Background: an optimization exercise with open tools, aiming at small area and a short achievable clock period. Do not read the settings as production practice.
Power and IR drop assume default switching activity.

## lane 1
==> flow/design.v <==
module ALU(clk,operand_a,operand_b,result,opcode,zero_flag);
    input clk;
    input [31:0] operand_a;
    input [31:0] operand_b;
    input [7:0] opcode;
    output reg [31:0] result;
    output reg zero_flag;
    wire valid = ~|opcode[7:3];
    wire [2:0] op = opcode[2:0];
    wire sub = (op == 3'd1) | (op == 3'd6);
    wire [31:0] bx = operand_b ^ {32{sub}};
    wire [31:0] p = operand_a ^ bx;
    wire [31:0] g = operand_a & bx;
    wire g0c = g[0] | (p[0] & sub);
    wire G0_1 = g[1] | (p[1] & g0c);
    wire P0_1 = p[1] & p[0];
    wire G0_3 = g[3] | (p[3] & g[2]);
    wire P0_3 = p[3] & p[2];
    wire G0_5 = g[5] | (p[5] & g[4]);
    wire P0_5 = p[5] & p[4];
    wire G0_7 = g[7] | (p[7] & g[6]);
    wire P0_7 = p[7] & p[6];
    wire G0_9 = g[9] | (p[9] & g[8]);
    wire P0_9 = p[9] & p[8];
    wire G0_11 = g[11] | (p[11] & g[10]);
    wire P0_11 = p[11] & p[10];
    wire G0_13 = g[13] | (p[13] & g[12]);
    wire P0_13 = p[13] & p[12];
    wire G0_15 = g[15] | (p[15] & g[14]);
    wire P0_15 = p[15] & p[14];
    wire G0_17 = g[17] | (p[17] & g[16]);
    wire P0_17 = p[17] & p[16];
    wire G0_19 = g[19] | (p[19] & g[18]);
    wire P0_19 = p[19] & p[18];
    wire G0_21 = g[21] | (p[21] & g[20]);
    wire P0_21 = p[21] & p[20];
    wire G0_23 = g[23] | (p[23] & g[22]);
    wire P0_23 = p[23] & p[22];
    wire G0_25 = g[25] | (p[25] & g[24]);
    wire P0_25 = p[25] & p[24];
    wire G0_27 = g[27] | (p[27] & g[26]);
    wire P0_27 = p[27] & p[26];
    wire G0_29 = g[29] | (p[29] & g[28]);
    wire P0_29 = p[29] & p[28];
    wire G0_31 = g[31] | (p[31] & g[30]);
    wire P0_31 = p[31] & p[30];
    wire G1_3 = G0_3 | (P0_3 & G0_1);
    wire P1_3 = P0_3 & P0_1;
    wire G1_5 = G0_5 | (P0_5 & G1_3);
    wire P1_5 = P0_5 & P1_3;
    wire G1_7 = G0_7 | (P0_7 & G1_5);
    wire P1_7 = P0_7 & P1_5;
    wire G1_9 = G0_9 | (P0_9 & G1_7);
    wire P1_9 = P0_9 & P1_7;
    wire G1_11 = G0_11 | (P0_11 & G1_9);
    wire P1_11 = P0_11 & P1_9;
    wire G1_13 = G0_13 | (P0_13 & G1_11);
    wire P1_13 = P0_13 & P1_11;
    wire G1_15 = G0_15 | (P0_15 & G1_13);
    wire P1_15 = P0_15 & P1_13;
    wire G1_17 = G0_17 | (P0_17 & G1_15);
    wire P1_17 = P0_17 & P1_15;
    wire G1_19 = G0_19 | (P0_19 & G1_17);
    wire P1_19 = P0_19 & P1_17;
    wire G1_21 = G0_21 | (P0_21 & G1_19);
    wire P1_21 = P0_21 & P1_19;
    wire G1_23 = G0_23 | (P0_23 & G1_21);
    wire P1_23 = P0_23 & P1_21;
    wire G1_25 = G0_25 | (P0_25 & G1_23);
    wire P1_25 = P0_25 & P1_23;
    wire G1_27 = G0_27 | (P0_27 & G1_25);
    wire P1_27 = P0_27 & P1_25;
    wire G1_29 = G0_29 | (P0_29 & G1_27);
    wire P1_29 = P0_29 & P1_27;
    wire G1_31 = G0_31 | (P0_31 & G1_29);
    wire P1_31 = P0_31 & P1_29;
    wire G2_5 = G1_5 | (P1_5 & G0_1);
    wire P2_5 = P1_5 & P0_1;
    wire G2_7 = G1_7 | (P1_7 & G1_3);
    wire P2_7 = P1_7 & P1_3;
    wire G2_9 = G1_9 | (P1_9 & G2_5);
    wire P2_9 = P1_9 & P2_5;
    wire G2_11 = G1_11 | (P1_11 & G2_7);
    wire P2_11 = P1_11 & P2_7;
    wire G2_13 = G1_13 | (P1_13 & G2_9);
    wire P2_13 = P1_13 & P2_9;
    wire G2_15 = G1_15 | (P1_15 & G2_11);
    wire P2_15 = P1_15 & P2_11;
    wire G2_17 = G1_17 | (P1_17 & G2_13);
    wire P2_17 = P1_17 & P2_13;
    wire G2_19 = G1_19 | (P1_19 & G2_15);
    wire P2_19 = P1_19 & P2_15;
    wire G2_21 = G1_21 | (P1_21 & G2_17);
    wire P2_21 = P1_21 & P2_17;
    wire G2_23 = G1_23 | (P1_23 & G2_19);
    wire P2_23 = P1_23 & P2_19;
    wire G2_25 = G1_25 | (P1_25 & G2_21);
    wire P2_25 = P1_25 & P2_21;
    wire G2_27 = G1_27 | (P1_27 & G2_23);
    wire P2_27 = P1_27 & P2_23;
    wire G2_29 = G1_29 | (P1_29 & G2_25);
    wire P2_29 = P1_29 & P2_25;
    wire G2_31 = G1_31 | (P1_31 & G2_27);
    wire P2_31 = P1_31 & P2_27;
    wire G3_9 = G2_9 | (P2_9 & G0_1);
    wire P3_9 = P2_9 & P0_1;
    wire G3_11 = G2_11 | (P2_11 & G1_3);
    wire P3_11 = P2_11 & P1_3;
    wire G3_13 = G2_13 | (P2_13 & G2_5);
    wire P3_13 = P2_13 & P2_5;
    wire G3_15 = G2_15 | (P2_15 & G2_7);
    wire P3_15 = P2_15 & P2_7;
    wire G3_17 = G2_17 | (P2_17 & G3_9);
    wire P3_17 = P2_17 & P3_9;
    wire G3_19 = G2_19 | (P2_19 & G3_11);
    wire P3_19 = P2_19 & P3_11;
    wire G3_21 = G2_21 | (P2_21 & G3_13);
    wire P3_21 = P2_21 & P3_13;
    wire G3_23 = G2_23 | (P2_23 & G3_15);
    wire P3_23 = P2_23 & P3_15;
    wire G3_25 = G2_25 | (P2_25 & G3_17);
    wire P3_25 = P2_25 & P3_17;
    wire G3_27 = G2_27 | (P2_27 & G3_19);
    wire P3_27 = P2_27 & P3_19;
    wire G3_29 = G2_29 | (P2_29 & G3_21);
    wire P3_29 = P2_29 & P3_21;
    wire G3_31 = G2_31 | (P2_31 & G3_23);
    wire P3_31 = P2_31 & P3_23;
    wire G4_17 = G3_17 | (P3_17 & G0_1);
    wire P4_17 = P3_17 & P0_1;
    wire G4_19 = G3_19 | (P3_19 & G1_3);
    wire P4_19 = P3_19 & P1_3;
    wire G4_21 = G3_21 | (P3_21 & G2_5);
    wire P4_21 = P3_21 & P2_5;
    wire G4_23 = G3_23 | (P3_23 & G2_7);
    wire P4_23 = P3_23 & P2_7;
    wire G4_25 = G3_25 | (P3_25 & G3_9);
    wire P4_25 = P3_25 & P3_9;
    wire G4_27 = G3_27 | (P3_27 & G3_11);
    wire P4_27 = P3_27 & P3_11;
    wire G4_29 = G3_29 | (P3_29 & G3_13);
    wire P4_29 = P3_29 & P3_13;
    wire G4_31 = G3_31 | (P3_31 & G3_15);
    wire P4_31 = P3_31 & P3_15;
    wire G5_2 = g[2] | (p[2] & G0_1);
    wire P5_2 = p[2] & P0_1;
    wire G5_4 = g[4] | (p[4] & G1_3);
    wire P5_4 = p[4] & P1_3;
    wire G5_6 = g[6] | (p[6] & G2_5);
    wire P5_6 = p[6] & P2_5;
    wire G5_8 = g[8] | (p[8] & G2_7);
    wire P5_8 = p[8] & P2_7;
    wire G5_10 = g[10] | (p[10] & G3_9);
    wire P5_10 = p[10] & P3_9;
    wire G5_12 = g[12] | (p[12] & G3_11);
    wire P5_12 = p[12] & P3_11;
    wire G5_14 = g[14] | (p[14] & G3_13);
    wire P5_14 = p[14] & P3_13;
    wire G5_16 = g[16] | (p[16] & G3_15);
    wire P5_16 = p[16] & P3_15;
    wire G5_18 = g[18] | (p[18] & G4_17);
    wire P5_18 = p[18] & P4_17;
    wire G5_20 = g[20] | (p[20] & G4_19);
    wire P5_20 = p[20] & P4_19;
    wire G5_22 = g[22] | (p[22] & G4_21);
    wire P5_22 = p[22] & P4_21;
    wire G5_24 = g[24] | (p[24] & G4_23);
    wire P5_24 = p[24] & P4_23;
    wire G5_26 = g[26] | (p[26] & G4_25);
    wire P5_26 = p[26] & P4_25;
    wire G5_28 = g[28] | (p[28] & G4_27);
    wire P5_28 = p[28] & P4_27;
    wire G5_30 = g[30] | (p[30] & G4_29);
    wire P5_30 = p[30] & P4_29;
    wire [32:0] c;
    assign c[0] = sub;
    assign c[1] = g0c;
    assign c[2] = G0_1;
    assign c[3] = G5_2;
    assign c[4] = G1_3;
    assign c[5] = G5_4;
    assign c[6] = G2_5;
    assign c[7] = G5_6;
    assign c[8] = G2_7;
    assign c[9] = G5_8;
    assign c[10] = G3_9;
    assign c[11] = G5_10;
    assign c[12] = G3_11;
    assign c[13] = G5_12;
    assign c[14] = G3_13;
    assign c[15] = G5_14;
    assign c[16] = G3_15;
    assign c[17] = G5_16;
    assign c[18] = G4_17;
    assign c[19] = G5_18;
    assign c[20] = G4_19;
    assign c[21] = G5_20;
    assign c[22] = G4_21;
    assign c[23] = G5_22;
    assign c[24] = G4_23;
    assign c[25] = G5_24;
    assign c[26] = G4_25;
    assign c[27] = G5_26;
    assign c[28] = G4_27;
    assign c[29] = G5_28;
    assign c[30] = G4_29;
    assign c[31] = G5_30;
    assign c[32] = G4_31;
    wire [31:0] sum = p ^ c[31:0];
    wire lt = ~c[32];
    reg [31:0] r;
    always @* begin
        case (op)
            3'd0, 3'd1: r = sum;
            3'd2: r = g;
            3'd3: r = g | p;
            3'd4: r = ~(g | p);
            3'd5: r = p;
            3'd6: r = {1'b0, {31{lt}}};
            default: r = 32'b0;
        endcase
    end
    always @(posedge clk) begin
        result <= valid ? r : 32'b0;
        zero_flag <= ~|result;
    end
endmodule
Settings: LEC_CHECK=0, ABC_AREA=1, ABC_CLOCK_PERIOD_IN_PS=1500, CAP_MARGIN=20, CORE_MARGIN=2, CORE_UTILIZATION=40, SLEW_MARGIN=20; clock period 5.0 ns.
standard.sh (not shown) runs the stock make flow with config.mk's settings and CLKGATE_MAP_FILE= SYNTH_SCRIPT=/design/flow/synth_recipe.tcl, a recipe that flattens the netlist after the stock synthesis.
==> flow/flow/run.sh <==
#!/bin/bash
# Standard ORFS layout, with two changes: Yosys's full/half-adder extraction is
# off (ADDER_MAP_FILE empty) so ABC maps the whole datapath, and the I/O port
# buffers use buf_1 instead of the cell buffer_ports picks by default.
set -euo pipefail
bash standard.sh ADDER_MAP_FILE= "BUFFER_PORTS_ARGS=-buffer_cell sky130_fd_sc_hd__buf_1" finish > standard_flow.log 2>&1
Modified inputs, lane 2 compared to lane 1
Settings: ABC_CLOCK_PERIOD_IN_PS removed (was 1500); ABC_AREA changed from 1 to 0.
==> summary.txt <==
- Lower basic-gate share of the synthesized area counting and, or, nand and nor cells was reported by lane 2, not lane 1.
- Lane 2 vs. lane 1: instance count of the mapped netlist went up by 347; clock power share grew by 4.4 points; placeable core area grew by 6900 sq um.
- The run with more setup slack is lane 2; lane 1 has less.
- In lane 2, the proportion of synthesized area in mux cells came out 4.4 points above the value in lane 1.
- Lane 2 vs lane 1 — average footprint of a synthesized cell climbed by more than 10%
- Lane 2 vs. lane 1: worst stage delay on the critical path went up by 0.27 ns.
- Compared with lane 1, in lane 2 final standard cell count with taps included and fillers excluded went up 401; wire length of the first global-routing pass went up about 100%; largest driver fanout on the critical path went down 11.
What lane 3 does differently from lane 2 at the input level:
Settings: ABC_AREA: 0 -> 1; ABC_CLOCK_PERIOD_IN_PS: unset -> 2500.
### Flow results
Every run (lane 3 and lane 2) finished clean. Cmp lane 3 vs lane 2: cell count after placement lower in lane 3. Total wirelength of the detailed-routed design: lane 3 lower than lane 2. On hold buffer count at CTS, lane 3 tracks lane 2 almost exactly. Diff lane 2 -> lane 3: fmax went down; netlist area before placement went down; area growth from synthesis to layout went up. Critical path arrival: lane 2 vs lane 3, no meaningful difference. Of lane 3 and lane 2, the lower core utilization of the finished layout belongs to lane 2. The compound-gate portion of the synthesized area in lane 3 was lower than what lane 2 gave.
Relative to lane 3, the following input files were edited for lane 4:
Settings: clearing ABC_CLOCK_PERIOD_IN_PS, which used to be 2500.
--- outcome ---
- Between lane 4 and lane 3, the synthesized flop and latch total figures differ only marginally.
- Number of cells on the worst reg-to-reg path: lane 4 vs lane 3 identical
- Comparing lane 4 against lane 3, there is no change at all in worst hold slack.
- Summed negative setup slack over all endpoints came out exactly the same in lane 3 and lane 4.
- Diff lane 4..lane 3 | instance count of the mapped netlist | unchanged
- Post-route minimum period came out exactly the same in lane 3 and lane 4.
No functional check of the RTL was part of any run of this note.

-- re-timing with driven ports --
Ports are ideal in the flow. The routed layouts listed here were re-timed in OpenROAD. Step 1: set_driving_cell puts a clkbuf_16 on clk and a buf_2 on each other input, an assumption about the parent block. Step 2 moves the port delays by t, midway between the first and last clock arrival at a register: inputs arrive t later, outputs are due t later. That takes back most of the time a late clock gives input paths. Three values: ideal ports, drivers, drivers and shift; two values: the first two.
| run | shift t [ns] | slack for setup (ns) | hold slack, ns |
|---|---|---|---|
| lane 1 | 0.307 | 0.476 / 0.477 / 0.170 | 0.525 / 0.525 / 0.525 |
| lane 2 | 0.310 | 0.549 / 0.564 / 0.254 | 0.546 / 0.546 / 0.546 |
| lane 3 | 0.307 | 0.476 / 0.477 / 0.170 | 0.525 / 0.525 / 0.525 |
| lane 4 | 0.307 | 0.476 / 0.477 / 0.170 | 0.525 / 0.525 / 0.525 |
After both steps setup and hold are still met in every run listed.
